Source: an optimization exercise on an open RTL-to-GDS flow (aim: small area, a short achievable clock period and few clock cycles per item). Production flows keep margins and buffers that such runs may drop. Function was checked by simulation only, so behaviour that the tests miss may differ from the original.

==> flow/design.v <==
module sin_coeff_lut (
    input  logic [14:0] x,
    output logic [15:0] m3
);
assign m3 = 16'(x >= 15'h657c) + 16'(x >= 15'h6df4) + 16'(x >= 15'h745c)
          + 16'(x >= 15'h799a) + 16'(x >= 15'h7e1c);
endmodule
module sin_datapath (
    input  logic [14:0] ma,
    input  logic [7:0]  b_one,
    input  logic [7:0]  b_two,
    input  logic [6:0]  b_neg,
    input  logic [15:0] acc,
    output logic [15:0] p,
    input  logic [14:0] a,
    output logic [12:0] t1
);
wire pp1 = ((b_one[0] & ma[0])) ^ b_neg[0];
wire pp2 = ((b_one[0] & ma[1]) | (b_two[0] & ma[0])) ^ b_neg[0];
wire pp3 = ((b_one[0] & ma[2]) | (b_two[0] & ma[1])) ^ b_neg[0];
wire pp4 = ((b_one[0] & ma[3]) | (b_two[0] & ma[2])) ^ b_neg[0];
wire pp5 = ((b_one[0] & ma[4]) | (b_two[0] & ma[3])) ^ b_neg[0];
wire pp6 = ((b_one[0] & ma[5]) | (b_two[0] & ma[4])) ^ b_neg[0];
wire pp7 = ((b_one[0] & ma[6]) | (b_two[0] & ma[5])) ^ b_neg[0];
wire pp8 = ((b_one[0] & ma[7]) | (b_two[0] & ma[6])) ^ b_neg[0];
wire pp9 = ((b_one[0] & ma[8]) | (b_two[0] & ma[7])) ^ b_neg[0];
wire pp10 = ((b_one[0] & ma[9]) | (b_two[0] & ma[8])) ^ b_neg[0];
wire pp11 = ((b_one[0] & ma[10]) | (b_two[0] & ma[9])) ^ b_neg[0];
wire pp12 = ((b_one[0] & ma[11]) | (b_two[0] & ma[10])) ^ b_neg[0];
wire pp13 = ((b_one[0] & ma[12]) | (b_two[0] & ma[11])) ^ b_neg[0];
wire pp14 = ((b_one[0] & ma[13]) | (b_two[0] & ma[12])) ^ b_neg[0];
wire pp15 = ((b_one[0] & ma[14]) | (b_two[0] & ma[13])) ^ b_neg[0];
wire pp16 = ((b_two[0] & ma[14])) ^ b_neg[0];
wire pp17 = ((b_one[1] & ma[0])) ^ b_neg[1];
wire pp18 = ((b_one[1] & ma[1]) | (b_two[1] & ma[0])) ^ b_neg[1];
wire pp19 = ((b_one[1] & ma[2]) | (b_two[1] & ma[1])) ^ b_neg[1];
wire pp20 = ((b_one[1] & ma[3]) | (b_two[1] & ma[2])) ^ b_neg[1];
wire pp21 = ((b_one[1] & ma[4]) | (b_two[1] & ma[3])) ^ b_neg[1];
wire pp22 = ((b_one[1] & ma[5]) | (b_two[1] & ma[4])) ^ b_neg[1];
wire pp23 = ((b_one[1] & ma[6]) | (b_two[1] & ma[5])) ^ b_neg[1];
wire pp24 = ((b_one[1] & ma[7]) | (b_two[1] & ma[6])) ^ b_neg[1];
wire pp25 = ((b_one[1] & ma[8]) | (b_two[1] & ma[7])) ^ b_neg[1];
wire pp26 = ((b_one[1] & ma[9]) | (b_two[1] & ma[8])) ^ b_neg[1];
wire pp27 = ((b_one[1] & ma[10]) | (b_two[1] & ma[9])) ^ b_neg[1];
wire pp28 = ((b_one[1] & ma[11]) | (b_two[1] & ma[10])) ^ b_neg[1];
wire pp29 = ((b_one[1] & ma[12]) | (b_two[1] & ma[11])) ^ b_neg[1];
wire pp30 = ((b_one[1] & ma[13]) | (b_two[1] & ma[12])) ^ b_neg[1];
wire pp31 = ((b_one[1] & ma[14]) | (b_two[1] & ma[13])) ^ b_neg[1];
wire pp32 = ((b_two[1] & ma[14])) ^ b_neg[1];
wire pp33 = ((b_one[2] & ma[0])) ^ b_neg[2];
wire pp34 = ((b_one[2] & ma[1]) | (b_two[2] & ma[0])) ^ b_neg[2];
wire pp35 = ((b_one[2] & ma[2]) | (b_two[2] & ma[1])) ^ b_neg[2];
wire pp36 = ((b_one[2] & ma[3]) | (b_two[2] & ma[2])) ^ b_neg[2];
wire pp37 = ((b_one[2] & ma[4]) | (b_two[2] & ma[3])) ^ b_neg[2];
wire pp38 = ((b_one[2] & ma[5]) | (b_two[2] & ma[4])) ^ b_neg[2];
wire pp39 = ((b_one[2] & ma[6]) | (b_two[2] & ma[5])) ^ b_neg[2];
wire pp40 = ((b_one[2] & ma[7]) | (b_two[2] & ma[6])) ^ b_neg[2];
wire pp41 = ((b_one[2] & ma[8]) | (b_two[2] & ma[7])) ^ b_neg[2];
wire pp42 = ((b_one[2] & ma[9]) | (b_two[2] & ma[8])) ^ b_neg[2];
wire pp43 = ((b_one[2] & ma[10]) | (b_two[2] & ma[9])) ^ b_neg[2];
wire pp44 = ((b_one[2] & ma[11]) | (b_two[2] & ma[10])) ^ b_neg[2];
wire pp45 = ((b_one[2] & ma[12]) | (b_two[2] & ma[11])) ^ b_neg[2];
wire pp46 = ((b_one[2] & ma[13]) | (b_two[2] & ma[12])) ^ b_neg[2];
wire pp47 = ((b_one[2] & ma[14]) | (b_two[2] & ma[13])) ^ b_neg[2];
wire pp48 = ((b_two[2] & ma[14])) ^ b_neg[2];
wire pp49 = ((b_one[3] & ma[0])) ^ b_neg[3];
wire pp50 = ((b_one[3] & ma[1]) | (b_two[3] & ma[0])) ^ b_neg[3];
wire pp51 = ((b_one[3] & ma[2]) | (b_two[3] & ma[1])) ^ b_neg[3];
wire pp52 = ((b_one[3] & ma[3]) | (b_two[3] & ma[2])) ^ b_neg[3];
wire pp53 = ((b_one[3] & ma[4]) | (b_two[3] & ma[3])) ^ b_neg[3];
wire pp54 = ((b_one[3] & ma[5]) | (b_two[3] & ma[4])) ^ b_neg[3];
wire pp55 = ((b_one[3] & ma[6]) | (b_two[3] & ma[5])) ^ b_neg[3];
wire pp56 = ((b_one[3] & ma[7]) | (b_two[3] & ma[6])) ^ b_neg[3];
wire pp57 = ((b_one[3] & ma[8]) | (b_two[3] & ma[7])) ^ b_neg[3];
wire pp58 = ((b_one[3] & ma[9]) | (b_two[3] & ma[8])) ^ b_neg[3];
wire pp59 = ((b_one[3] & ma[10]) | (b_two[3] & ma[9])) ^ b_neg[3];
wire pp60 = ((b_one[3] & ma[11]) | (b_two[3] & ma[10])) ^ b_neg[3];
wire pp61 = ((b_one[3] & ma[12]) | (b_two[3] & ma[11])) ^ b_neg[3];
wire pp62 = ((b_one[3] & ma[13]) | (b_two[3] & ma[12])) ^ b_neg[3];
wire pp63 = ((b_one[3] & ma[14]) | (b_two[3] & ma[13])) ^ b_neg[3];
wire pp64 = ((b_two[3] & ma[14])) ^ b_neg[3];
wire pp65 = ((b_one[4] & ma[0])) ^ b_neg[4];
wire pp66 = ((b_one[4] & ma[1]) | (b_two[4] & ma[0])) ^ b_neg[4];
wire pp67 = ((b_one[4] & ma[2]) | (b_two[4] & ma[1])) ^ b_neg[4];
wire pp68 = ((b_one[4] & ma[3]) | (b_two[4] & ma[2])) ^ b_neg[4];
wire pp69 = ((b_one[4] & ma[4]) | (b_two[4] & ma[3])) ^ b_neg[4];
wire pp70 = ((b_one[4] & ma[5]) | (b_two[4] & ma[4])) ^ b_neg[4];
wire pp71 = ((b_one[4] & ma[6]) | (b_two[4] & ma[5])) ^ b_neg[4];
wire pp72 = ((b_one[4] & ma[7]) | (b_two[4] & ma[6])) ^ b_neg[4];
wire pp73 = ((b_one[4] & ma[8]) | (b_two[4] & ma[7])) ^ b_neg[4];
wire pp74 = ((b_one[4] & ma[9]) | (b_two[4] & ma[8])) ^ b_neg[4];
wire pp75 = ((b_one[4] & ma[10]) | (b_two[4] & ma[9])) ^ b_neg[4];
wire pp76 = ((b_one[4] & ma[11]) | (b_two[4] & ma[10])) ^ b_neg[4];
wire pp77 = ((b_one[4] & ma[12]) | (b_two[4] & ma[11])) ^ b_neg[4];
wire pp78 = ((b_one[4] & ma[13]) | (b_two[4] & ma[12])) ^ b_neg[4];
wire pp79 = ((b_one[4] & ma[14]) | (b_two[4] & ma[13])) ^ b_neg[4];
wire pp80 = ((b_two[4] & ma[14])) ^ b_neg[4];
wire pp81 = ((b_one[5] & ma[0])) ^ b_neg[5];
wire pp82 = ((b_one[5] & ma[1]) | (b_two[5] & ma[0])) ^ b_neg[5];
wire pp83 = ((b_one[5] & ma[2]) | (b_two[5] & ma[1])) ^ b_neg[5];
wire pp84 = ((b_one[5] & ma[3]) | (b_two[5] & ma[2])) ^ b_neg[5];
wire pp85 = ((b_one[5] & ma[4]) | (b_two[5] & ma[3])) ^ b_neg[5];
wire pp86 = ((b_one[5] & ma[5]) | (b_two[5] & ma[4])) ^ b_neg[5];
wire pp87 = ((b_one[5] & ma[6]) | (b_two[5] & ma[5])) ^ b_neg[5];
wire pp88 = ((b_one[5] & ma[7]) | (b_two[5] & ma[6])) ^ b_neg[5];
wire pp89 = ((b_one[5] & ma[8]) | (b_two[5] & ma[7])) ^ b_neg[5];
wire pp90 = ((b_one[5] & ma[9]) | (b_two[5] & ma[8])) ^ b_neg[5];
wire pp91 = ((b_one[5] & ma[10]) | (b_two[5] & ma[9])) ^ b_neg[5];
wire pp92 = ((b_one[5] & ma[11]) | (b_two[5] & ma[10])) ^ b_neg[5];
wire pp93 = ((b_one[5] & ma[12]) | (b_two[5] & ma[11])) ^ b_neg[5];
wire pp94 = ((b_one[5] & ma[13]) | (b_two[5] & ma[12])) ^ b_neg[5];
wire pp95 = ((b_one[5] & ma[14]) | (b_two[5] & ma[13])) ^ b_neg[5];
wire pp96 = ((b_two[5] & ma[14])) ^ b_neg[5];
wire pp97 = ((b_one[6] & ma[0])) ^ b_neg[6];
wire pp98 = ((b_one[6] & ma[1]) | (b_two[6] & ma[0])) ^ b_neg[6];
wire pp99 = ((b_one[6] & ma[2]) | (b_two[6] & ma[1])) ^ b_neg[6];
wire pp100 = ((b_one[6] & ma[3]) | (b_two[6] & ma[2])) ^ b_neg[6];
wire pp101 = ((b_one[6] & ma[4]) | (b_two[6] & ma[3])) ^ b_neg[6];
wire pp102 = ((b_one[6] & ma[5]) | (b_two[6] & ma[4])) ^ b_neg[6];
wire pp103 = ((b_one[6] & ma[6]) | (b_two[6] & ma[5])) ^ b_neg[6];
wire pp104 = ((b_one[6] & ma[7]) | (b_two[6] & ma[6])) ^ b_neg[6];
wire pp105 = ((b_one[6] & ma[8]) | (b_two[6] & ma[7])) ^ b_neg[6];
wire pp106 = ((b_one[6] & ma[9]) | (b_two[6] & ma[8])) ^ b_neg[6];
wire pp107 = ((b_one[6] & ma[10]) | (b_two[6] & ma[9])) ^ b_neg[6];
wire pp108 = ((b_one[6] & ma[11]) | (b_two[6] & ma[10])) ^ b_neg[6];
wire pp109 = ((b_one[6] & ma[12]) | (b_two[6] & ma[11])) ^ b_neg[6];
wire pp110 = ((b_one[6] & ma[13]) | (b_two[6] & ma[12])) ^ b_neg[6];
wire pp111 = ((b_one[6] & ma[14]) | (b_two[6] & ma[13])) ^ b_neg[6];
wire pp112 = ((b_two[6] & ma[14])) ^ b_neg[6];
wire pp113 = (b_one[7] & ma[0]);
wire pp114 = (b_one[7] & ma[1]) | (b_two[7] & ma[0]);
wire pp115 = (b_one[7] & ma[2]) | (b_two[7] & ma[1]);
wire pp116 = (b_one[7] & ma[3]) | (b_two[7] & ma[2]);
wire pp117 = (b_one[7] & ma[4]) | (b_two[7] & ma[3]);
wire pp118 = (b_one[7] & ma[5]) | (b_two[7] & ma[4]);
wire pp119 = (b_one[7] & ma[6]) | (b_two[7] & ma[5]);
wire pp120 = (b_one[7] & ma[7]) | (b_two[7] & ma[6]);
wire pp121 = (b_one[7] & ma[8]) | (b_two[7] & ma[7]);
wire pp122 = (b_one[7] & ma[9]) | (b_two[7] & ma[8]);
wire pp123 = (b_one[7] & ma[10]) | (b_two[7] & ma[9]);
wire pp124 = (b_one[7] & ma[11]) | (b_two[7] & ma[10]);
wire pp125 = (b_one[7] & ma[12]) | (b_two[7] & ma[11]);
wire pp126 = (b_one[7] & ma[13]) | (b_two[7] & ma[12]);
wire pp127 = (b_one[7] & ma[14]) | (b_two[7] & ma[13]);
wire pp128 = (b_two[7] & ma[14]);
wire s129, c129;
sin_ha u129 (.a(pp11), .b(pp25), .s(s129), .co(c129));
wire s130, c130;
sin_ha u130 (.a(pp12), .b(pp26), .s(s130), .co(c130));
wire s131, c131;
sin_fa u131 (.a(pp13), .b(pp27), .c(pp41), .s(s131), .co(c131));
wire s132, c132;
sin_ha u132 (.a(pp55), .b(pp69), .s(s132), .co(c132));
wire s133, c133;
sin_fa u133 (.a(pp14), .b(pp28), .c(pp42), .s(s133), .co(c133));
wire s134, c134;
sin_ha u134 (.a(pp56), .b(pp70), .s(s134), .co(c134));
wire s135, c135;
sin_fa u135 (.a(pp15), .b(pp29), .c(pp43), .s(s135), .co(c135));
wire s136, c136;
sin_fa u136 (.a(pp57), .b(pp71), .c(pp85), .s(s136), .co(c136));
wire s137, c137;
sin_fa u137 (.a(pp16), .b(pp30), .c(pp44), .s(s137), .co(c137));
wire s138, c138;
sin_fa u138 (.a(pp58), .b(pp72), .c(pp86), .s(s138), .co(c138));
wire s139, c139;
sin_ha u139 (.a(pp100), .b(pp114), .s(s139), .co(c139));
wire s140, c140;
sin_fa u140 (.a(b_neg[0]), .b(pp31), .c(pp45), .s(s140), .co(c140));
wire s141, c141;
sin_fa u141 (.a(pp59), .b(pp73), .c(pp87), .s(s141), .co(c141));
wire s142, c142;
sin_fa u142 (.a(pp101), .b(pp115), .c(acc[1]), .s(s142), .co(c142));
wire s143, c143;
sin_fa u143 (.a(b_neg[0]), .b(pp32), .c(pp46), .s(s143), .co(c143));
wire s144, c144;
sin_fa u144 (.a(pp60), .b(pp74), .c(pp88), .s(s144), .co(c144));
wire s145, c145;
sin_fa u145 (.a(pp102), .b(pp116), .c(acc[2]), .s(s145), .co(c145));
wire s146, c146;
sin_fa u146 (.a(~b_neg[0]), .b(~b_neg[1]), .c(pp47), .s(s146), .co(c146));
wire s147, c147;
sin_fa u147 (.a(pp61), .b(pp75), .c(pp89), .s(s147), .co(c147));
wire s148, c148;
sin_fa u148 (.a(pp103), .b(pp117), .c(acc[3]), .s(s148), .co(c148));
wire s149, c149;
sin_fa u149 (.a(pp48), .b(pp62), .c(pp76), .s(s149), .co(c149));
wire s150, c150;
sin_fa u150 (.a(pp90), .b(pp104), .c(pp118), .s(s150), .co(c150));
wire s151 = ~acc[4];
wire s152, c152;
sin_fa u152 (.a(~b_neg[2]), .b(pp63), .c(pp77), .s(s152), .co(c152));
wire s153, c153;
sin_fa u153 (.a(pp91), .b(pp105), .c(pp119), .s(s153), .co(c153));
wire s154, c154;
sin_fa u154 (.a(pp64), .b(pp78), .c(pp92), .s(s154), .co(c154));
wire s155, c155;
sin_ha u155 (.a(pp106), .b(pp120), .s(s155), .co(c155));
wire s156, c156;
sin_fa u156 (.a(~b_neg[3]), .b(pp79), .c(pp93), .s(s156), .co(c156));
wire s157, c157;
sin_ha u157 (.a(pp80), .b(pp94), .s(s157), .co(c157));
wire s158, c158;
sin_ha u158 (.a(pp7), .b(pp21), .s(s158), .co(c158));
wire s159, c159;
sin_ha u159 (.a(pp8), .b(pp22), .s(s159), .co(c159));
wire s160, c160;
sin_fa u160 (.a(pp9), .b(pp23), .c(pp37), .s(s160), .co(c160));
wire s161, c161;
sin_ha u161 (.a(pp51), .b(pp65), .s(s161), .co(c161));
wire s162, c162;
sin_fa u162 (.a(pp10), .b(pp24), .c(pp38), .s(s162), .co(c162));
wire s163, c163;
sin_ha u163 (.a(pp52), .b(pp66), .s(s163), .co(c163));
wire s164, c164;
sin_fa u164 (.a(s129), .b(pp39), .c(pp53), .s(s164), .co(c164));
wire s165, c165;
sin_fa u165 (.a(pp67), .b(pp81), .c(b_neg[5]), .s(s165), .co(c165));
wire s166, c166;
sin_fa u166 (.a(s130), .b(pp40), .c(pp54), .s(s166), .co(c166));
wire s167, c167;
sin_fa u167 (.a(pp68), .b(pp82), .c(c129), .s(s167), .co(c167));
wire s168, c168;
sin_fa u168 (.a(s131), .b(s132), .c(pp83), .s(s168), .co(c168));
wire s169, c169;
sin_fa u169 (.a(pp97), .b(b_neg[6]), .c(c130), .s(s169), .co(c169));
wire s170, c170;
sin_fa u170 (.a(s133), .b(s134), .c(pp84), .s(s170), .co(c170));
wire s171, c171;
sin_fa u171 (.a(pp98), .b(c131), .c(c132), .s(s171), .co(c171));
wire s172, c172;
sin_fa u172 (.a(s135), .b(s136), .c(pp99), .s(s172), .co(c172));
wire s173, c173;
sin_fa u173 (.a(pp113), .b(c133), .c(c134), .s(s173), .co(c173));
wire s174, c174;
sin_fa u174 (.a(s137), .b(s138), .c(s139), .s(s174), .co(c174));
wire s175, c175;
sin_fa u175 (.a(acc[0]), .b(c135), .c(c136), .s(s175), .co(c175));
wire s176, c176;
sin_fa u176 (.a(s140), .b(s141), .c(s142), .s(s176), .co(c176));
wire s177, c177;
sin_fa u177 (.a(c137), .b(c138), .c(c139), .s(s177), .co(c177));
wire s178, c178;
sin_fa u178 (.a(s143), .b(s144), .c(s145), .s(s178), .co(c178));
wire s179, c179;
sin_fa u179 (.a(c140), .b(c141), .c(c142), .s(s179), .co(c179));
wire s180, c180;
sin_fa u180 (.a(s146), .b(s147), .c(s148), .s(s180), .co(c180));
wire s181, c181;
sin_fa u181 (.a(c143), .b(c144), .c(c145), .s(s181), .co(c181));
wire s182, c182;
sin_fa u182 (.a(s149), .b(s150), .c(s151), .s(s182), .co(c182));
wire s183, c183;
sin_fa u183 (.a(c146), .b(c147), .c(c148), .s(s183), .co(c183));
wire s184, c184;
sin_fa u184 (.a(s152), .b(s153), .c(acc[5]), .s(s184), .co(c184));
wire s185, c185;
sin_fa u185 (.a(c149), .b(c150), .c(acc[4]), .s(s185), .co(c185));
wire s186, c186;
sin_fa u186 (.a(s154), .b(s155), .c(acc[6]), .s(s186), .co(c186));
wire s187 = ~(c152 ^ c153);
wire c188 = c152 | c153;
wire s189, c189;
sin_fa u189 (.a(s156), .b(pp107), .c(pp121), .s(s189), .co(c189));
wire s190, c190;
sin_fa u190 (.a(acc[7]), .b(c154), .c(c155), .s(s190), .co(c190));
wire s191, c191;
sin_fa u191 (.a(s157), .b(pp108), .c(pp122), .s(s191), .co(c191));
wire s192 = ~(acc[8] ^ c156);
wire c193 = acc[8] | c156;
wire s194, c194;
sin_fa u194 (.a(~b_neg[4]), .b(pp95), .c(pp109), .s(s194), .co(c194));
wire s195, c195;
sin_fa u195 (.a(pp123), .b(acc[9]), .c(c157), .s(s195), .co(c195));
wire s196, c196;
sin_fa u196 (.a(pp96), .b(pp110), .c(pp124), .s(s196), .co(c196));
wire s197 = ~acc[10];
wire s198, c198;
sin_fa u198 (.a(~b_neg[5]), .b(pp111), .c(pp125), .s(s198), .co(c198));
wire s199, c199;
sin_ha u199 (.a(pp112), .b(pp126), .s(s199), .co(c199));
wire s200, c200;
sin_ha u200 (.a(pp5), .b(pp19), .s(s200), .co(c200));
wire s201, c201;
sin_ha u201 (.a(pp6), .b(pp20), .s(s201), .co(c201));
wire s202, c202;
sin_fa u202 (.a(s158), .b(pp35), .c(pp49), .s(s202), .co(c202));
wire s203, c203;
sin_fa u203 (.a(s159), .b(pp36), .c(pp50), .s(s203), .co(c203));
wire s204, c204;
sin_fa u204 (.a(s160), .b(s161), .c(b_neg[4]), .s(s204), .co(c204));
wire s205, c205;
sin_fa u205 (.a(s162), .b(s163), .c(c160), .s(s205), .co(c205));
wire s206, c206;
sin_fa u206 (.a(s164), .b(s165), .c(c162), .s(s206), .co(c206));
wire s207, c207;
sin_fa u207 (.a(s166), .b(s167), .c(c164), .s(s207), .co(c207));
wire s208, c208;
sin_fa u208 (.a(s168), .b(s169), .c(c166), .s(s208), .co(c208));
wire s209, c209;
sin_fa u209 (.a(s170), .b(s171), .c(c168), .s(s209), .co(c209));
wire s210, c210;
sin_fa u210 (.a(s172), .b(s173), .c(c170), .s(s210), .co(c210));
wire s211, c211;
sin_fa u211 (.a(s174), .b(s175), .c(c172), .s(s211), .co(c211));
wire s212, c212;
sin_fa u212 (.a(s176), .b(s177), .c(c174), .s(s212), .co(c212));
wire s213, c213;
sin_fa u213 (.a(s178), .b(s179), .c(c176), .s(s213), .co(c213));
wire s214, c214;
sin_fa u214 (.a(s180), .b(s181), .c(c178), .s(s214), .co(c214));
wire s215, c215;
sin_fa u215 (.a(s182), .b(s183), .c(c180), .s(s215), .co(c215));
wire s216, c216;
sin_fa u216 (.a(s184), .b(s185), .c(c182), .s(s216), .co(c216));
wire s217, c217;
sin_fa u217 (.a(s186), .b(s187), .c(c184), .s(s217), .co(c217));
wire s218, c218;
sin_fa u218 (.a(s189), .b(s190), .c(c186), .s(s218), .co(c218));
wire s219, c219;
sin_fa u219 (.a(s191), .b(s192), .c(c189), .s(s219), .co(c219));
wire s220, c220;
sin_fa u220 (.a(s194), .b(s195), .c(c191), .s(s220), .co(c220));
wire s221, c221;
sin_fa u221 (.a(s196), .b(s197), .c(c194), .s(s221), .co(c221));
wire s222, c222;
sin_fa u222 (.a(s198), .b(acc[11]), .c(c196), .s(s222), .co(c222));
wire s223 = ~(s199 ^ acc[12]);
wire c224 = s199 | acc[12];
wire s225, c225;
sin_fa u225 (.a(~b_neg[6]), .b(pp127), .c(acc[13]), .s(s225), .co(c225));
wire s226, c226;
sin_ha u226 (.a(pp128), .b(acc[14]), .s(s226), .co(c226));
wire s227, c227;
sin_ha u227 (.a(pp3), .b(pp17), .s(s227), .co(c227));
wire s228, c228;
sin_ha u228 (.a(pp4), .b(pp18), .s(s228), .co(c228));
wire s229, c229;
sin_fa u229 (.a(s200), .b(pp33), .c(b_neg[2]), .s(s229), .co(c229));
wire s230, c230;
sin_fa u230 (.a(s201), .b(pp34), .c(c200), .s(s230), .co(c230));
wire s231, c231;
sin_fa u231 (.a(s202), .b(b_neg[3]), .c(c201), .s(s231), .co(c231));
wire s232, c232;
sin_fa u232 (.a(s203), .b(c158), .c(c202), .s(s232), .co(c232));
wire s233, c233;
sin_fa u233 (.a(s204), .b(c159), .c(c203), .s(s233), .co(c233));
wire s234, c234;
sin_fa u234 (.a(s205), .b(c161), .c(c204), .s(s234), .co(c234));
wire s235, c235;
sin_fa u235 (.a(s206), .b(c163), .c(c205), .s(s235), .co(c235));
wire s236, c236;
sin_fa u236 (.a(s207), .b(c165), .c(c206), .s(s236), .co(c236));
wire s237, c237;
sin_fa u237 (.a(s208), .b(c167), .c(c207), .s(s237), .co(c237));
wire s238, c238;
sin_fa u238 (.a(s209), .b(c169), .c(c208), .s(s238), .co(c238));
wire s239, c239;
sin_fa u239 (.a(s210), .b(c171), .c(c209), .s(s239), .co(c239));
wire s240, c240;
sin_fa u240 (.a(s211), .b(c173), .c(c210), .s(s240), .co(c240));
wire s241, c241;
sin_fa u241 (.a(s212), .b(c175), .c(c211), .s(s241), .co(c241));
wire s242, c242;
sin_fa u242 (.a(s213), .b(c177), .c(c212), .s(s242), .co(c242));
wire s243, c243;
sin_fa u243 (.a(s214), .b(c179), .c(c213), .s(s243), .co(c243));
wire s244, c244;
sin_fa u244 (.a(s215), .b(c181), .c(c214), .s(s244), .co(c244));
wire s245, c245;
sin_fa u245 (.a(s216), .b(c183), .c(c215), .s(s245), .co(c245));
wire s246, c246;
sin_fa u246 (.a(s217), .b(c185), .c(c216), .s(s246), .co(c246));
wire s247, c247;
sin_fa u247 (.a(s218), .b(c188), .c(c217), .s(s247), .co(c247));
wire s248, c248;
sin_fa u248 (.a(s219), .b(c190), .c(c218), .s(s248), .co(c248));
wire s249, c249;
sin_fa u249 (.a(s220), .b(c193), .c(c219), .s(s249), .co(c249));
wire s250, c250;
sin_fa u250 (.a(s221), .b(c195), .c(c220), .s(s250), .co(c250));
wire s251, c251;
sin_fa u251 (.a(s222), .b(acc[10]), .c(c221), .s(s251), .co(c251));
wire s252, c252;
sin_fa u252 (.a(s223), .b(c198), .c(c222), .s(s252), .co(c252));
wire s253, c253;
sin_fa u253 (.a(s225), .b(c199), .c(c224), .s(s253), .co(c253));
wire s254 = ~(s226 ^ c225);
wire c255 = s226 | c225;
wire s256 = ~(acc[15] ^ c226);
wire c257 = acc[15] | c226;
wire [30:0] pa = {s256, s254, s253, s252, s251, s250, s249, s248, s247, s246, s245, s244, s243, s242, s241, s240, s239, s238, s237, s236, s235, s234, s233, s232, s231, s230, s229, s228, s227, pp2, pp1};
wire [30:0] pb = {c255, c253, c252, c251, c250, c249, c248, c247, c246, c245, c244, c243, c242, c241, c240, c239, c238, c237, c236, c235, c234, c233, c232, c231, c230, c229, c228, c227, b_neg[1], 1'b0, b_neg[0]};
wire [30:0] ps;
assign ps[14:0] = 15'd0;
sin_add31 add (.a(pa), .b(pb), .s(ps[30:15]));
assign p = ps[30:15];
wire s100001, c100001;
sin_ha u100001 (.a(a[12]), .b(a[10]), .s(s100001), .co(c100001));
wire s100002, c100002;
sin_fa u100002 (.a(a[13]), .b(a[11]), .c(a[9]), .s(s100002), .co(c100002));
wire s100003, c100003;
sin_fa u100003 (.a(a[14]), .b(a[12]), .c(a[10]), .s(s100003), .co(c100003));
wire s100004, c100004;
sin_ha u100004 (.a(a[13]), .b(a[11]), .s(s100004), .co(c100004));
wire s100005, c100005;
sin_ha u100005 (.a(a[14]), .b(a[12]), .s(s100005), .co(c100005));
wire s100006, c100006;
sin_ha u100006 (.a(a[8]), .b(a[6]), .s(s100006), .co(c100006));
wire s100007, c100007;
sin_fa u100007 (.a(a[9]), .b(a[7]), .c(a[5]), .s(s100007), .co(c100007));
wire s100008, c100008;
sin_fa u100008 (.a(a[10]), .b(a[8]), .c(a[6]), .s(s100008), .co(c100008));
wire s100009, c100009;
sin_ha u100009 (.a(a[4]), .b(a[2]), .s(s100009), .co(c100009));
wire s100010, c100010;
sin_fa u100010 (.a(a[11]), .b(a[9]), .c(a[7]), .s(s100010), .co(c100010));
wire s100011, c100011;
sin_fa u100011 (.a(a[5]), .b(a[3]), .c(a[1]), .s(s100011), .co(c100011));
wire s100012, c100012;
sin_fa u100012 (.a(s100001), .b(a[8]), .c(a[6]), .s(s100012), .co(c100012));
wire s100013, c100013;
sin_fa u100013 (.a(a[4]), .b(a[2]), .c(a[0]), .s(s100013), .co(c100013));
wire s100014, c100014;
sin_fa u100014 (.a(s100002), .b(a[7]), .c(a[5]), .s(s100014), .co(c100014));
wire s100015, c100015;
sin_fa u100015 (.a(a[3]), .b(a[1]), .c(c100001), .s(s100015), .co(c100015));
wire s100016, c100016;
sin_fa u100016 (.a(s100003), .b(a[8]), .c(a[6]), .s(s100016), .co(c100016));
wire s100017, c100017;
sin_fa u100017 (.a(a[4]), .b(a[2]), .c(c100002), .s(s100017), .co(c100017));
wire s100018, c100018;
sin_fa u100018 (.a(s100004), .b(a[9]), .c(a[7]), .s(s100018), .co(c100018));
wire s100019, c100019;
sin_fa u100019 (.a(a[5]), .b(a[3]), .c(c100003), .s(s100019), .co(c100019));
wire s100020, c100020;
sin_fa u100020 (.a(s100005), .b(a[10]), .c(a[8]), .s(s100020), .co(c100020));
wire s100021, c100021;
sin_fa u100021 (.a(a[6]), .b(a[4]), .c(c100004), .s(s100021), .co(c100021));
wire s100022, c100022;
sin_fa u100022 (.a(a[13]), .b(a[11]), .c(a[9]), .s(s100022), .co(c100022));
wire s100023, c100023;
sin_fa u100023 (.a(a[7]), .b(a[5]), .c(c100005), .s(s100023), .co(c100023));
wire s100024, c100024;
sin_fa u100024 (.a(a[14]), .b(a[12]), .c(a[10]), .s(s100024), .co(c100024));
wire s100025, c100025;
sin_ha u100025 (.a(a[8]), .b(a[6]), .s(s100025), .co(c100025));
wire s100026, c100026;
sin_fa u100026 (.a(a[13]), .b(a[11]), .c(a[9]), .s(s100026), .co(c100026));
wire s100027, c100027;
sin_ha u100027 (.a(a[14]), .b(a[12]), .s(s100027), .co(c100027));
wire s100028, c100028;
sin_ha u100028 (.a(a[6]), .b(a[4]), .s(s100028), .co(c100028));
wire s100029, c100029;
sin_fa u100029 (.a(a[7]), .b(a[5]), .c(a[3]), .s(s100029), .co(c100029));
wire s100030, c100030;
sin_fa u100030 (.a(s100006), .b(a[4]), .c(a[2]), .s(s100030), .co(c100030));
wire s100031, c100031;
sin_fa u100031 (.a(s100007), .b(a[3]), .c(a[1]), .s(s100031), .co(c100031));
wire s100032, c100032;
sin_fa u100032 (.a(s100008), .b(s100009), .c(a[0]), .s(s100032), .co(c100032));
wire s100033, c100033;
sin_fa u100033 (.a(s100010), .b(s100011), .c(c100008), .s(s100033), .co(c100033));
wire s100034, c100034;
sin_fa u100034 (.a(s100012), .b(s100013), .c(c100010), .s(s100034), .co(c100034));
wire s100035, c100035;
sin_fa u100035 (.a(s100014), .b(s100015), .c(c100012), .s(s100035), .co(c100035));
wire s100036, c100036;
sin_fa u100036 (.a(s100016), .b(s100017), .c(c100014), .s(s100036), .co(c100036));
wire s100037, c100037;
sin_fa u100037 (.a(s100018), .b(s100019), .c(c100016), .s(s100037), .co(c100037));
wire s100038, c100038;
sin_fa u100038 (.a(s100020), .b(s100021), .c(c100018), .s(s100038), .co(c100038));
wire s100039, c100039;
sin_fa u100039 (.a(s100022), .b(s100023), .c(c100020), .s(s100039), .co(c100039));
wire s100040, c100040;
sin_fa u100040 (.a(s100024), .b(s100025), .c(c100022), .s(s100040), .co(c100040));
wire s100041, c100041;
sin_fa u100041 (.a(s100026), .b(a[7]), .c(c100024), .s(s100041), .co(c100041));
wire s100042, c100042;
sin_fa u100042 (.a(s100027), .b(a[10]), .c(a[8]), .s(s100042), .co(c100042));
wire s100043, c100043;
sin_fa u100043 (.a(a[13]), .b(a[11]), .c(a[9]), .s(s100043), .co(c100043));
wire s100044, c100044;
sin_ha u100044 (.a(a[14]), .b(a[12]), .s(s100044), .co(c100044));
wire s100045, c100045;
sin_ha u100045 (.a(a[4]), .b(a[2]), .s(s100045), .co(c100045));
wire s100046, c100046;
sin_fa u100046 (.a(a[5]), .b(a[3]), .c(a[1]), .s(s100046), .co(c100046));
wire s100047, c100047;
sin_fa u100047 (.a(s100028), .b(a[2]), .c(a[0]), .s(s100047), .co(c100047));
wire s100048, c100048;
sin_fa u100048 (.a(s100029), .b(a[1]), .c(c100028), .s(s100048), .co(c100048));
wire s100049, c100049;
sin_fa u100049 (.a(s100030), .b(a[0]), .c(c100029), .s(s100049), .co(c100049));
wire s100050, c100050;
sin_fa u100050 (.a(s100031), .b(c100006), .c(c100030), .s(s100050), .co(c100050));
wire s100051, c100051;
sin_fa u100051 (.a(s100032), .b(c100007), .c(c100031), .s(s100051), .co(c100051));
wire s100052, c100052;
sin_fa u100052 (.a(s100033), .b(c100009), .c(c100032), .s(s100052), .co(c100052));
wire s100053, c100053;
sin_fa u100053 (.a(s100034), .b(c100011), .c(c100033), .s(s100053), .co(c100053));
wire s100054, c100054;
sin_fa u100054 (.a(s100035), .b(c100013), .c(c100034), .s(s100054), .co(c100054));
wire s100055, c100055;
sin_fa u100055 (.a(s100036), .b(c100015), .c(c100035), .s(s100055), .co(c100055));
wire s100056, c100056;
sin_fa u100056 (.a(s100037), .b(c100017), .c(c100036), .s(s100056), .co(c100056));
wire s100057, c100057;
sin_fa u100057 (.a(s100038), .b(c100019), .c(c100037), .s(s100057), .co(c100057));
wire s100058, c100058;
sin_fa u100058 (.a(s100039), .b(c100021), .c(c100038), .s(s100058), .co(c100058));
wire s100059, c100059;
sin_fa u100059 (.a(s100040), .b(c100023), .c(c100039), .s(s100059), .co(c100059));
wire s100060, c100060;
sin_fa u100060 (.a(s100041), .b(c100025), .c(c100040), .s(s100060), .co(c100060));
wire s100061, c100061;
sin_fa u100061 (.a(s100042), .b(c100026), .c(c100041), .s(s100061), .co(c100061));
wire s100062, c100062;
sin_fa u100062 (.a(s100043), .b(c100027), .c(c100042), .s(s100062), .co(c100062));
wire s100063, c100063;
sin_fa u100063 (.a(s100044), .b(a[10]), .c(c100043), .s(s100063), .co(c100063));
wire s100064, c100064;
sin_fa u100064 (.a(a[13]), .b(a[11]), .c(c100044), .s(s100064), .co(c100064));
wire s100065, c100065;
sin_ha u100065 (.a(a[14]), .b(a[12]), .s(s100065), .co(c100065));
wire [27:0] t1w_a = {1'b0, a[14], a[13], s100065, s100064, s100063, s100062, s100061, s100060, s100059, s100058, s100057, s100056, s100055, s100054, s100053, s100052, s100051, s100050, s100049, s100048, s100047, s100046, s100045, a[3], a[2], a[1], a[0]};
wire [27:0] t1w_b = {1'b0, 1'b0, c100065, c100064, c100063, c100062, c100061, c100060, c100059, c100058, c100057, c100056, c100055, c100054, c100053, c100052, c100051, c100050, c100049, c100048, c100047, c100046, c100045, a[0], a[1], a[0], 1'b0, 1'b0};
wire [27:0] t1w_s = t1w_a + t1w_b;
wire [12:0] t1w = t1w_s[27:15];
assign t1 = t1w;
endmodule
module sin_fa (
    input  logic a,
    input  logic b,
    input  logic c,
    output logic s,
    output logic co
);
assign s  = a ^ b ^ c;
assign co = (a & b) | (a & c) | (b & c);
endmodule
module sin_ha (
    input  logic a,
    input  logic b,
    output logic s,
    output logic co
);
assign s  = a ^ b;
assign co = a & b;
endmodule
module sin_add31 (
    input  logic [30:0] a,
    input  logic [30:0] b,
    output logic [15:0] s
);
logic [30:0] p, g;
assign p = a ^ b;
assign g = a & b;
wire gg1 = g[1] | (p[1] & g[0]);
wire gg2 = g[3] | (p[3] & g[2]);
wire pp2 = p[3] & p[2];
wire gg3 = g[5] | (p[5] & g[4]);
wire pp3 = p[5] & p[4];
wire gg4 = g[7] | (p[7] & g[6]);
wire pp4 = p[7] & p[6];
wire gg5 = g[9] | (p[9] & g[8]);
wire pp5 = p[9] & p[8];
wire gg6 = g[11] | (p[11] & g[10]);
wire pp6 = p[11] & p[10];
wire gg7 = g[13] | (p[13] & g[12]);
wire pp7 = p[13] & p[12];
wire gg8 = g[15] | (p[15] & g[14]);
wire pp8 = p[15] & p[14];
wire gg9 = g[17] | (p[17] & g[16]);
wire pp9 = p[17] & p[16];
wire gg10 = g[19] | (p[19] & g[18]);
wire pp10 = p[19] & p[18];
wire gg11 = g[21] | (p[21] & g[20]);
wire pp11 = p[21] & p[20];
wire gg12 = g[23] | (p[23] & g[22]);
wire pp12 = p[23] & p[22];
wire gg13 = g[25] | (p[25] & g[24]);
wire pp13 = p[25] & p[24];
wire gg14 = g[27] | (p[27] & g[26]);
wire pp14 = p[27] & p[26];
wire gg15 = g[29] | (p[29] & g[28]);
wire pp15 = p[29] & p[28];
wire gg16 = g[2] | (p[2] & gg1);
wire gg17 = gg2 | (pp2 & gg1);
wire gg18 = g[6] | (p[6] & gg3);
wire pp18 = p[6] & pp3;
wire gg19 = gg4 | (pp4 & gg3);
wire pp19 = pp4 & pp3;
wire gg20 = g[10] | (p[10] & gg5);
wire pp20 = p[10] & pp5;
wire gg21 = gg6 | (pp6 & gg5);
wire pp21 = pp6 & pp5;
wire gg22 = g[14] | (p[14] & gg7);
wire pp22 = p[14] & pp7;
wire gg23 = gg8 | (pp8 & gg7);
wire pp23 = pp8 & pp7;
wire gg24 = g[18] | (p[18] & gg9);
wire pp24 = p[18] & pp9;
wire gg25 = gg10 | (pp10 & gg9);
wire pp25 = pp10 & pp9;
wire gg26 = g[22] | (p[22] & gg11);
wire pp26 = p[22] & pp11;
wire gg27 = gg12 | (pp12 & gg11);
wire pp27 = pp12 & pp11;
wire gg28 = g[26] | (p[26] & gg13);
wire pp28 = p[26] & pp13;
wire gg29 = gg14 | (pp14 & gg13);
wire pp29 = pp14 & pp13;
wire gg30 = g[30] | (p[30] & gg15);
wire pp30 = p[30] & pp15;
wire gg31 = g[4] | (p[4] & gg17);
wire gg32 = gg3 | (pp3 & gg17);
wire gg33 = gg18 | (pp18 & gg17);
wire gg34 = gg19 | (pp19 & gg17);
wire gg35 = g[12] | (p[12] & gg21);
wire pp35 = p[12] & pp21;
wire gg36 = gg7 | (pp7 & gg21);
wire pp36 = pp7 & pp21;
wire gg37 = gg22 | (pp22 & gg21);
wire pp37 = pp22 & pp21;
wire gg38 = gg23 | (pp23 & gg21);
wire pp38 = pp23 & pp21;
wire gg39 = g[20] | (p[20] & gg25);
wire pp39 = p[20] & pp25;
wire gg40 = gg11 | (pp11 & gg25);
wire pp40 = pp11 & pp25;
wire gg41 = gg26 | (pp26 & gg25);
wire pp41 = pp26 & pp25;
wire gg42 = gg27 | (pp27 & gg25);
wire pp42 = pp27 & pp25;
wire gg43 = g[28] | (p[28] & gg29);
wire pp43 = p[28] & pp29;
wire gg44 = gg15 | (pp15 & gg29);
wire pp44 = pp15 & pp29;
wire gg45 = gg30 | (pp30 & gg29);
wire pp45 = pp30 & pp29;
wire gg46 = g[8] | (p[8] & gg34);
wire gg47 = gg5 | (pp5 & gg34);
wire gg48 = gg20 | (pp20 & gg34);
wire gg49 = gg21 | (pp21 & gg34);
wire gg50 = gg35 | (pp35 & gg34);
wire gg51 = gg36 | (pp36 & gg34);
wire gg52 = gg37 | (pp37 & gg34);
wire gg53 = gg38 | (pp38 & gg34);
wire gg54 = g[24] | (p[24] & gg42);
wire pp54 = p[24] & pp42;
wire gg55 = gg13 | (pp13 & gg42);
wire pp55 = pp13 & pp42;
wire gg56 = gg28 | (pp28 & gg42);
wire pp56 = pp28 & pp42;
wire gg57 = gg29 | (pp29 & gg42);
wire pp57 = pp29 & pp42;
wire gg58 = gg43 | (pp43 & gg42);
wire pp58 = pp43 & pp42;
wire gg59 = gg44 | (pp44 & gg42);
wire pp59 = pp44 & pp42;
wire gg60 = gg45 | (pp45 & gg42);
wire pp60 = pp45 & pp42;
wire gg61 = g[16] | (p[16] & gg53);
wire gg62 = gg9 | (pp9 & gg53);
wire gg63 = gg24 | (pp24 & gg53);
wire gg64 = gg25 | (pp25 & gg53);
wire gg65 = gg39 | (pp39 & gg53);
wire gg66 = gg40 | (pp40 & gg53);
wire gg67 = gg41 | (pp41 & gg53);
wire gg68 = gg42 | (pp42 & gg53);
wire gg69 = gg54 | (pp54 & gg53);
wire gg70 = gg55 | (pp55 & gg53);
wire gg71 = gg56 | (pp56 & gg53);
wire gg72 = gg57 | (pp57 & gg53);
wire gg73 = gg58 | (pp58 & gg53);
wire gg74 = gg59 | (pp59 & gg53);
wire gg75 = gg60 | (pp60 & gg53);
assign s = {p[30] ^ gg74, p[29] ^ gg73, p[28] ^ gg72, p[27] ^ gg71, p[26] ^ gg70, p[25] ^ gg69, p[24] ^ gg68, p[23] ^ gg67, p[22] ^ gg66, p[21] ^ gg65, p[20] ^ gg64, p[19] ^ gg63, p[18] ^ gg62, p[17] ^ gg61, p[16] ^ gg53, p[15] ^ gg52};
endmodule
module sin (
    input  logic        clk,
    input  logic        rst_n,
    input  logic [15:0] x,
    input  logic        start,
    output logic [15:0] result,
    output logic        done
);
logic [4:1]  st;
logic [14:0] ra, bnext;
logic [7:0]  b_one, b_two, n_one, n_two;
logic [6:0]  b_neg, n_neg;
logic [12:0] t1;
logic [15:0] acc, p, m3;
logic [2:0]  m3r;
always_ff @(posedge clk or negedge rst_n) begin
    if (!rst_n) begin
        st <= 4'b0000;
    end else begin
        st <= {st[3:1], done & start};
    end
end
assign done = ~|st;
sin_coeff_lut lut (.x(x[14:0]), .m3(m3));
assign acc = st[4] ? result : 16'h0000;
sin_datapath datapath (.ma(ra), .b_one(b_one), .b_two(b_two), .b_neg(b_neg), .acc(acc), .p(p),
                       .a(ra), .t1(t1));
always_comb begin
    if (st[1])      bnext = {2'b00, t1};
    else if (st[2]) bnext = 15'h0666;
    else if (done)  bnext = x[14:0];
    else            bnext = result[14:0];
end
sin_booth_enc enc (.b(bnext), .one(n_one), .two(n_two), .neg(n_neg));
always_ff @(posedge clk) begin
    ra    <= done ? x[14:0] : p[14:0];
    b_one <= n_one;
    b_two <= n_two;
    b_neg <= n_neg;
    m3r   <= m3[2:0];
end
always_ff @(posedge clk) begin
    if (st[1] | st[4]) result <= p;
    if (st[3])         result <= {1'b0, x[14:0]} - {1'b0, ra} - {13'b0, m3r};
end
endmodule
module sin_booth_enc (
    input  logic [14:0] b,
    output logic [7:0]  one,
    output logic [7:0]  two,
    output logic [6:0]  neg
);
logic [16:0] e;
assign e = {1'b0, b, 1'b0};
always_comb begin
    for (int i = 0; i < 8; i++) begin
        one[i] = e[2*i+1] ^ e[2*i];
        two[i] = (e[2*i+2] & ~e[2*i+1] & ~e[2*i]) | (~e[2*i+2] & e[2*i+1] & e[2*i]);
    end
    for (int i = 0; i < 7; i++) neg[i] = e[2*i+2];
end
endmodule
==> flow/run.sh <==
#!/bin/bash
# synth_recipe.tcl (not shown) runs the flow's synth.tcl, then flattens the netlist and writes it again
# the make line also repeats each setting of config.mk as NAME=value (left out here)
make -C /OpenROAD-flow-scripts/flow DESIGN_CONFIG=/design/flow/config.mk WORK_HOME=/design/flow/orfs CLKGATE_MAP_FILE= SYNTH_SCRIPT=/design/flow/synth_recipe.tcl finish
==> flow/config.mk <==
export PLATFORM = sky130hd
export DESIGN_NAME = sin
export DESIGN_NICKNAME = sin
export VERILOG_FILES = /design/flow/design.v
export SDC_FILE = /design/flow/constraint.sdc
export NUM_CORES = 4
export LEC_CHECK = 0
export CAP_MARGIN = 20
export CORE_MARGIN = 2
export CORE_UTILIZATION = 40
export SETUP_SLACK_MARGIN = 4.0
export SLEW_MARGIN = 20
export SYNTH_HIERARCHICAL = 1
export SYNTH_MINIMUM_KEEP_SIZE = 0
==> flow/constraint.sdc <==
create_clock -name core_clock -period 9.5 [get_ports {clk}]
set_input_delay 1.9000 -clock core_clock [delete_from_list [all_inputs] [get_ports {clk}]]
set_output_delay 1.9000 -clock core_clock [all_outputs]
set_load 0.01 [all_outputs]
==> flow_summary.html, run 1 <==
<table>
<tr><th>Metric</th><th>Value</th></tr>
<tr><th colspan="2">Clock network</th></tr>
<tr><td>Buffer type at the clock tree root</td><td>clkbuf_16</td></tr>
<tr><td>Insertion delay to the later sink of the worst-skew pair</td><td>330 ps</td></tr>
<tr><td>Maximum count of clock buffers along a single path</td><td>2</td></tr>
<tr><td>H-tree level count</td><td>3</td></tr>
<tr><td>Hold buffer count at cts</td><td>0</td></tr>
<tr><td>Clock-pin transition on the worst setup and hold timing paths</td><td>60 ps</td></tr>
<tr><td>Clock buffer count from CTS</td><td>9</td></tr>
<tr><td>Clock tree from TritonCTS</td><td>yes</td></tr>
<tr><td>CTS sink cnt</td><td>61</td></tr>
<tr><th colspan="2">Worst setup path</th></tr>
<tr><td>Count of cells along the worst register-to-register path</td><td>14</td></tr>
<tr><td>Reg2reg end</td><td>result[11]$_DFFE_PP_</td></tr>
<tr><td>Crit path kind</td><td>reg2reg</td></tr>
<tr><td>Register-to-register setup slack</td><td>4220 ps</td></tr>
<tr><td>Critical path data required time</td><td>9580 ps</td></tr>
<tr><td>Critical Path End</td><td>result[11]$_DFFE_PP_</td></tr>
<tr><td>Data arrival time of the critical path</td><td>5360 ps</td></tr>
<tr><td>Type of element capturing the critical path</td><td>flip-flop</td></tr>
<tr><td>Startpoint of the worst setup timing path</td><td>st[4]$_DFF_PN0_</td></tr>
<tr><td>Max FO, Critical Path</td><td>21</td></tr>
<tr><td>Crit Reg-Reg Startpoint</td><td>st[4]$_DFF_PN0_</td></tr>
<tr><td>Worst setup SP type</td><td>flip-flop</td></tr>
<tr><th colspan="2">Cells and area</th></tr>
<tr><td>Most frequent standard cell in the layout excluding fill and tap cells</td><td>fa_1</td></tr>
<tr><td>Fraction of final layout cells with drive strength greater than 1</td><td>10.39%</td></tr>
<tr><td># diodes</td><td>0</td></tr>
<tr><td>Core occupancy in the finished layout</td><td>44.96%</td></tr>
<tr><td>Final Instance Count excl. Fillers</td><td>1558</td></tr>
<tr><td>Synth-to-layout area growth</td><td>11.36%</td></tr>
<tr><td>Fin nets</td><td>1463</td></tr>
<tr><td>Top library cells by usage in the layout, fill and taps aside</td><td>160 x fa_1, 135 x xnor2_1, 115 x ha_1, 100 x a22oi_1, 91 x inv_1</td></tr>
<tr><th colspan="2">Route</th></tr>
<tr><td>Total DRC errors in the routed layout</td><td>0</td></tr>
<tr><td>Number of DRC markers in iteration 0</td><td>664</td></tr>
<tr><td>Wire length after detailed routing</td><td>32.32 mm</td></tr>
<tr><td>Number of detailed-routing iterations run before antenna repair</td><td>6</td></tr>
<tr><td>Avg WL per Cell</td><td>20.74 um</td></tr>
<tr><td>Detailed-route via count</td><td>8912</td></tr>
<tr><td>Number of nets with antenna violations after detailed routing</td><td>0</td></tr>
<tr><td>Mean number of vias per cell</td><td>5.720</td></tr>
<tr><th colspan="2">Synthesis</th></tr>
<tr><td>Synthesized instance count</td><td>1179</td></tr>
<tr><td>Number of warning messages in the yosys log</td><td>8</td></tr>
<tr><td>Post-synthesis cell area</td><td>0.01152 mm2</td></tr>
<tr><td>Syn_area_per_cell</td><td>9.775 um2</td></tr>
<tr><td>Net count of the mapped netlist</td><td>1473</td></tr>
<tr><th colspan="2">Flow run</th></tr>
<tr><td>Max capacitance violation total</td><td>0</td></tr>
<tr><th colspan="2">STA</th></tr>
<tr><td>Setup repair after global routing missed its margin</td><td>true</td></tr>
<tr><td>Post-route clock period utilization</td><td>55.58%</td></tr>
<tr><td>Maximum clock rate</td><td>189.4 MHz</td></tr>
<tr><td>Slew at the pin closest to its max-slew limit</td><td>836.7 ps</td></tr>
<tr><td>Relative max-transition margin</td><td>44.22%</td></tr>
<tr><td>Number of max-slew violations in the final report</td><td>0</td></tr>
<tr><td>Setup violation total in the final timing report</td><td>0</td></tr>
<tr><td>Worst setup skew after layout</td><td>5.891 ps</td></tr>
<tr><td>Post-route minimum period</td><td>5280 ps</td></tr>
<tr><td>Final Hold Viols</td><td>0</td></tr>
<tr><td>Final sum of negative setup slack</td><td>0 ps</td></tr>
<tr><th colspan="2">Global routing</th></tr>
<tr><td>Tot GR Track Use</td><td>21.30%</td></tr>
<tr><td>Vias in the first global route</td><td>9333</td></tr>
<tr><td>Wire length of the first global-routing pass</td><td>51.03 mm</td></tr>
<tr><td>Antenna violations before repair</td><td>0</td></tr>
<tr><td>Global route overflow</td><td>0</td></tr>
<tr><td>Maximum number of pins on one net before global-route repair</td><td>27</td></tr>
<tr><th colspan="2">Die</th></tr>
<tr><td>Full die area</td><td>0.03019 mm2</td></tr>
<tr><td>Placement row count</td><td>62</td></tr>
<tr><td>Num ports</td><td>36</td></tr>
<tr><td>Die Span Y</td><td>173.7 um</td></tr>
<tr><td>Initial core utilization</td><td>40.37%</td></tr>
<tr><td>Die outline width</td><td>173.7 um</td></tr>
<tr><td>Placeable core area</td><td>0.02855 mm2</td></tr>
<tr><th colspan="2">Min path</th></tr>
<tr><td>Hold path depth</td><td>0</td></tr>
<tr><td>Class of the most critical hold timing path</td><td>reg2reg</td></tr>
<tr><th colspan="2">Placed design</th></tr>
<tr><td>Gpl congestion</td><td>0.8617</td></tr>
<tr><td>Input/output buffers</td><td>34</td></tr>
<tr><td>Instance count after placement with tap cells included</td><td>1537</td></tr>
<tr><td>Detailed placer's ending HPWL</td><td>22.48 mm</td></tr>
<tr><th colspan="2">Run status</th></tr>
<tr><td>Outcome</td><td>no timing/DRC/antenna violations</td></tr>
</table>
flip-flops by register name, summed over array words and instances, names as in the netlist:
signal and cells:
m3r 3, st 4, result 16, ra 15, b_two 8, b_one 8, b_neg 7
how the worst min path moves through the flow:
| stage | from | to | slack [ps] |
|---|---|---|---|
| finish | st[2]$_DFF_PN0_ | st[3]$_DFF_PN0_ | 380 |
| CTS | st[2]$_DFF_PN0_ | st[3]$_DFF_PN0_ | 380 |
| detailed placement | st[2]$_DFF_PN0_ | st[3]$_DFF_PN0_ | 370 |
| global placement | st[2]$_DFF_PN0_ | st[3]$_DFF_PN0_ | 360 |
| global route | st[2]$_DFF_PN0_ | st[3]$_DFF_PN0_ | 380 |
| floorplan | st[2]$_DFF_PN0_ | st[3]$_DFF_PN0_ | 350 |
final cells by class:
class	instances	area (um2)
multi-input combinational	944	9472
clock buffer	10	239.0
sequential	61	1464
clock inverter	6	92.59
fill	2785	15710
inverter	91	341.6
timing repair buffer	62	744.5
tap	384	480.5
per-layer routing:
layer	share of wire [%]	up-vias	track usage [%]
met5	0	-	0
met4	1.7	0	4.412
met3	6.6	33	2.193
met2	48	311	36.32
met1	43	4505	29.42
li1	-	4063	-
metrics by stage:
stage	setup WS [ps]	hold slack, ps	cell area [um2]
final	4220	375.7	12830
after global routing	3980	382.7	12830
after CTS	4000	379.1	12530
after detailed placement	3531	366.1	12140
after global placement	3584	355.8	12140
after floorplan	4084	346.5	11520
worst max-delay path, stage by stage (launching register included):
cell	delay [ps]
dfrtp_1	760
and2_1	280
fa_1	450
fa_1	500
fa_1	520
fa_1	500
ha_1	380
a21o_1	190
a21oi_1	280
o221ai_1	190
nand2_1	130
o21a_1	250
a21oi_1	110
xor2_1	190
mux2_2	290
what timing repair did:
| action | in CTS | in global routing |
|---|---|---|
| pin swaps | 0 | 8 |
| setup buffers | 0 | 1 |
| setup endpoints to repair | 25 | 31 |
| gates cloned | 0 | 4 |
| resized for setup | 25 | 59 |
Testbench counts, summed over its fixed seeds: cycles 1,920, items 384.
==> run 2, diff against run 1 <==
--- a/flow/design.v
+++ b/flow/design.v
@@ -697,2 +697,5 @@
 logic [2:0]  m3r;
+logic        zero, lng;
+assign zero = x[14:0] < 15'h0748;     
+assign lng  = x[14:0] >= 15'h2a96;    
 always_ff @(posedge clk or negedge rst_n) begin
@@ -701,3 +704,3 @@
     end else begin
-        st <= {st[3:1], done & start};
+        st <= {st[3] & lng, st[2:1], done & start & ~zero};
     end
@@ -724,2 +727,3 @@
 always_ff @(posedge clk) begin
+    if (done & start & zero) result <= {1'b0, x[14:0]};
     if (st[1] | st[4]) result <= p;
==> flow_summary.html, run 2 <==
<table>
<tr><th>Metric</th><th>Value</th></tr>
<tr><th colspan="2">Run status</th></tr>
<tr><td>Outcome</td><td>no timing/DRC/antenna violations</td></tr>
<tr><th colspan="2">Global routing</th></tr>
<tr><td>Global route overflow</td><td>0 (unchanged)</td></tr>
<tr><td>Wire length of the first global-routing pass</td><td>53.65 mm (+5.1%)</td></tr>
<tr><td>Maximum number of pins on one net before global-route repair</td><td>43 (+59%)</td></tr>
<tr><td>Antenna violations before repair</td><td>0 (unchanged)</td></tr>
<tr><td>Tot GR Track Use</td><td>22.24% (+0.94 points)</td></tr>
<tr><td>Vias in the first global route</td><td>9687 (+3.8%)</td></tr>
<tr><th colspan="2">Worst setup path</th></tr>
<tr><td>CP peak stage delay</td><td>560 ps (-200 ps)</td></tr>
<tr><td>Type of element capturing the critical path</td><td>flip-flop</td></tr>
<tr><td>Slowest cell on crit path</td><td>fa_1</td></tr>
<tr><td>Crit path kind</td><td>reg2reg</td></tr>
<tr><td>Critical path data required time</td><td>9570 ps (about the same)</td></tr>
<tr><td>Data arrival time of the critical path</td><td>5410 ps (+50 ps)</td></tr>
<tr><td>Critical path cell sequence</td><td>buf_12 &gt; a22oi_1 &gt; xnor2_1 &gt; fa_1 &gt; fa_1 &gt; fa_1 &gt; fa_1 &gt; ha_4 &gt; nand3_2 &gt; nor2_1 &gt; o211ai_1 &gt; o211a_4 &gt; o21ai_4 &gt; a21oi_2 &gt; xnor2_2 &gt; nor2b_1 &gt; a211o_1 &gt; o311ai_0 &gt; nor3_1</td></tr>
<tr><td>Most repeated library cell on the critical path</td><td>fa_1</td></tr>
<tr><td>Worst setup SP type</td><td>flip-flop</td></tr>
<tr><td>Max FO, Critical Path</td><td>13 (-38%)</td></tr>
<tr><th colspan="2">Clock network</th></tr>
<tr><td>Clock buffer count from CTS</td><td>9 (unchanged)</td></tr>
<tr><td>Insertion delay to the later sink of the worst-skew pair</td><td>330 ps (about the same)</td></tr>
<tr><td>Buffer type at the clock tree root</td><td>clkbuf_16</td></tr>
<tr><td>Maximum count of clock buffers along a single path</td><td>2 (unchanged)</td></tr>
<tr><td>H-tree level count</td><td>3 (unchanged)</td></tr>
<tr><td>Clock tree from TritonCTS</td><td>yes</td></tr>
<tr><td>CTS sink cnt</td><td>61 (unchanged)</td></tr>
<tr><td>Hold buffer count at cts</td><td>0 (unchanged)</td></tr>
<tr><td>Clock-pin transition on the worst setup and hold timing paths</td><td>50 ps (about the same)</td></tr>
<tr><th colspan="2">Route</th></tr>
<tr><td>Number of detailed-routing iterations run before antenna repair</td><td>5 (-1)</td></tr>
<tr><td>Total DRC errors in the routed layout</td><td>0 (unchanged)</td></tr>
<tr><td>Number of DRC markers in iteration 0</td><td>594 (-11%)</td></tr>
<tr><td>Mean number of vias per cell</td><td>5.807 (+1.5%)</td></tr>
<tr><td>Wire length after detailed routing</td><td>34.07 mm (+5.4%)</td></tr>
<tr><td>Detailed-route via count</td><td>9465 (+6.2%)</td></tr>
<tr><td>Number of nets with antenna violations after detailed routing</td><td>0 (unchanged)</td></tr>
<tr><td>Avg WL per Cell</td><td>20.90 um (+0.75%)</td></tr>
<tr><th colspan="2">Cells and area</th></tr>
<tr><td>Most frequent standard cell in the layout excluding fill and tap cells</td><td>fa_1</td></tr>
<tr><td>Layout filler cell count</td><td>2762 (-0.83%)</td></tr>
<tr><td>Area of all sequential standard cells</td><td>0.001505 mm2 (+2.8%)</td></tr>
<tr><td>Fin nets</td><td>1535 (+4.9%)</td></tr>
<tr><td>Top library cells by usage in the layout, fill and taps aside</td><td>160 x fa_1, 128 x xnor2_1, 108 x ha_1, 97 x a22oi_1, 93 x inv_1</td></tr>
<tr><td>Post-Layout Inst Area</td><td>0.01349 mm2 (+5.1%)</td></tr>
<tr><td># diodes</td><td>0 (unchanged)</td></tr>
<tr><td>Synth-to-layout area growth</td><td>14.27%</td></tr>
<tr><td>Registers with the highest flip-flop counts</td><td>result: 16 flops, ra: 15 flops</td></tr>
<tr><td>Most flops, register</td><td>result</td></tr>
<tr><td>Flip-flop count of the largest register, all copies and words added</td><td>16 (unchanged)</td></tr>
<tr><td>Core occupancy in the finished layout</td><td>46.74% (+1.8 points)</td></tr>
<tr><td>Multi-input gate area in the final layout</td><td>0.009948 mm2 (+5.0%)</td></tr>
<tr><td>Fraction of final layout cells with drive strength greater than 1</td><td>13.56% (+3.2 points)</td></tr>
<tr><th colspan="2">STA</th></tr>
<tr><td>Number of max-slew violations in the final report</td><td>0 (unchanged)</td></tr>
<tr><td>Final sum of negative setup slack</td><td>0 ps (unchanged)</td></tr>
<tr><td>Post-route clock period utilization</td><td>56.26% (+0.68 points)</td></tr>
<tr><td>Final Hold Viols</td><td>0 (unchanged)</td></tr>
<tr><td>Setup slack of the critical path after layout</td><td>4155 ps (-64.81 ps)</td></tr>
<tr><td>Setup violation total in the final timing report</td><td>0 (unchanged)</td></tr>
<tr><td>Maximum clock rate</td><td>187.1 MHz (-1.2%)</td></tr>
<tr><td>Post-route minimum period</td><td>5345 ps (+64.81 ps)</td></tr>
<tr><td>Relative max-transition margin</td><td>32.67% (-12 points)</td></tr>
<tr><td>Slew at the pin closest to its max-slew limit</td><td>1007 ps (+170.0 ps)</td></tr>
<tr><td>Worst setup skew after layout</td><td>7.655 ps (+1.765 ps)</td></tr>
<tr><td>Setup repair after global routing missed its margin</td><td>false</td></tr>
<tr><th colspan="2">Die</th></tr>
<tr><td>Die outline width</td><td>175.8 um (+1.2%)</td></tr>
<tr><td>Placeable core area</td><td>0.02886 mm2 (+1.1%)</td></tr>
<tr><td>Initial core utilization</td><td>40.90% (+0.53 points)</td></tr>
<tr><td>Placement row count</td><td>62 (unchanged)</td></tr>
<tr><td>Die Span Y</td><td>175.8 um (+1.2%)</td></tr>
<tr><td>Num ports</td><td>36 (unchanged)</td></tr>
<tr><td>Full die area</td><td>0.03090 mm2 (+2.4%)</td></tr>
<tr><th colspan="2">Synthesis</th></tr>
<tr><td>Net count of the mapped netlist</td><td>1524 (+3.5%)</td></tr>
<tr><td>Post-synthesis cell area</td><td>0.01180 mm2 (+2.4%)</td></tr>
<tr><td>Synthesized instance count</td><td>1230 (+4.3%)</td></tr>
<tr><td>Syn_area_per_cell</td><td>9.597 um2 (-1.8%)</td></tr>
<tr><td>Number of warning messages in the yosys log</td><td>8 (unchanged)</td></tr>
<tr><th colspan="2">Placed design</th></tr>
<tr><td>Input/output buffers</td><td>34 (unchanged)</td></tr>
<tr><td>Detailed placer's ending HPWL</td><td>23.63 mm (+5.1%)</td></tr>
<tr><td>DP Worst Slack</td><td>3176 ps (-354.7 ps)</td></tr>
<tr><td>Gpl congestion</td><td>0.8779 (+1.9%)</td></tr>
<tr><td>Area after DPL</td><td>0.01239 mm2 (+2.1%)</td></tr>
<tr><th colspan="2">Min path</th></tr>
<tr><td>Class of the most critical hold timing path</td><td>reg2reg</td></tr>
<tr><th colspan="2">Flow run</th></tr>
<tr><td>Max capacitance violation total</td><td>0 (unchanged)</td></tr>
</table>
## run 2: changes by cell type in the layout (fill, tap and decap cells not counted), sizes merged, moves of 5 or more
| cell | change |
|---|---|
| xnor2 | -5 |
| buf | +25 |
| nor2 | -5 |
| a21oi | +13 |
| nor2b | +10 |
| nor3 | +5 |
| mux2 | -7 |
| nand3 | +6 |
| o21ai | +5 |
| a211oi | +9 |
## run 2: critical path, delay by kind of cell (launching register included)
| family | cells | cell delay (ps) |
|---|---|---|
| AO/OA/AOI/OAI | 7 | 1420 |
| XOR/XNOR | 2 | 320 |
| adder cells (fa/ha/maj) | 5 | 2340 |
| buffers and inverters | 1 | 160 |
| flip-flops | 1 | 370 |
| AND/OR/NAND/NOR | 4 | 440 |
## run 2: worst paths after layout
check / to / slack [ps] / cells after the start / start
setup reg to reg: result[12]$_DFFE_PP_ / 4150 / 19 / ra[13]$_DFF_P_
min in group asynchronous: st[2]$_DFF_PN0_ / 1780 / 1 / rst_n
max in group asynchronous: st[4]$_DFF_PN0_ / 7510 / 1 / rst_n
hold reg to reg: st[3]$_DFF_PN0_ / 480 / 0 / st[2]$_DFF_PN0_
setup / recovery: result[12]$_DFFE_PP_ / 4150 / 19 / ra[13]$_DFF_P_
hold / removal: st[3]$_DFF_PN0_ / 480 / 0 / st[2]$_DFF_PN0_
## run 2: metal layers
| layer | routed length (um) | global-route usage [%] | vias up | share of wire [%] |
|---|---|---|---|---|
| li1 | - | - | 4332 | - |
| met1 | 15010 | 31.13 | 4763 | 44 |
| met2 | 15780 | 36.58 | 318 | 46 |
| met3 | 2091 | 2.143 | 52 | 6.1 |
| met4 | 1187 | 6.577 | 0 | 3.5 |
| met5 | 0 | 0 | - | 0 |
## run 2: through the flow
| stage | hold WS (ps) | instances |
|---|---|---|
| floorplan | 382.4 | 1230 |
| global placement | 467.7 | 1580 |
| detailed placement | 465.8 | 1580 |
| CTS | 484.3 | 1605 |
| global route | 504.2 | 1630 |
| finish | 485.0 | 1630 |
## run 2: area by class of cell
cell class | instances | area share (%)
Tap cell | 384 | 3.562
Multi-Input combinational cell | 992 | 73.76
Clock buffer | 12 | 1.902
Inverter | 93 | 2.588
Timing Repair Buffer | 84 | 6.874
Sequential cell | 61 | 11.16
Clock inverter | 4 | 0.1577
## run 2: repair_timing
action	4_1_cts	5_1_grt
pin swaps	0	38
setup buffers	9	25
endpoints found under the setup margin	43	20
gates resized for setup	49	68
Testbench counts of run 2, summed over its fixed seeds: cycles 1,704, items 384.

-- port drivers added, routing unchanged --
No port has a modelled driver above. Below, the same layouts with a new extraction and two added sets of constraints. Step 1: set_driving_cell puts a clkbuf_16 on clk and a buf_2 on each other input, an assumption about the parent block. Step 2 moves the port delays by t, midway between the first and last clock arrival at a register: inputs arrive t later, outputs are due t later. That takes back most of the time a late clock gives input paths. Three values: ideal ports, drivers, drivers and shift; two values: the first two.
run | shift t [ns] | setup WS [ns] | worst slew at a driven data input, ns
run 1 | 0.362 | 4.220 / 4.220 / 4.220 | 0.03
run 2 | 0.366 | 4.155 / 4.155 / 4.155 | 0.03
After both steps every run listed still meets setup and hold.
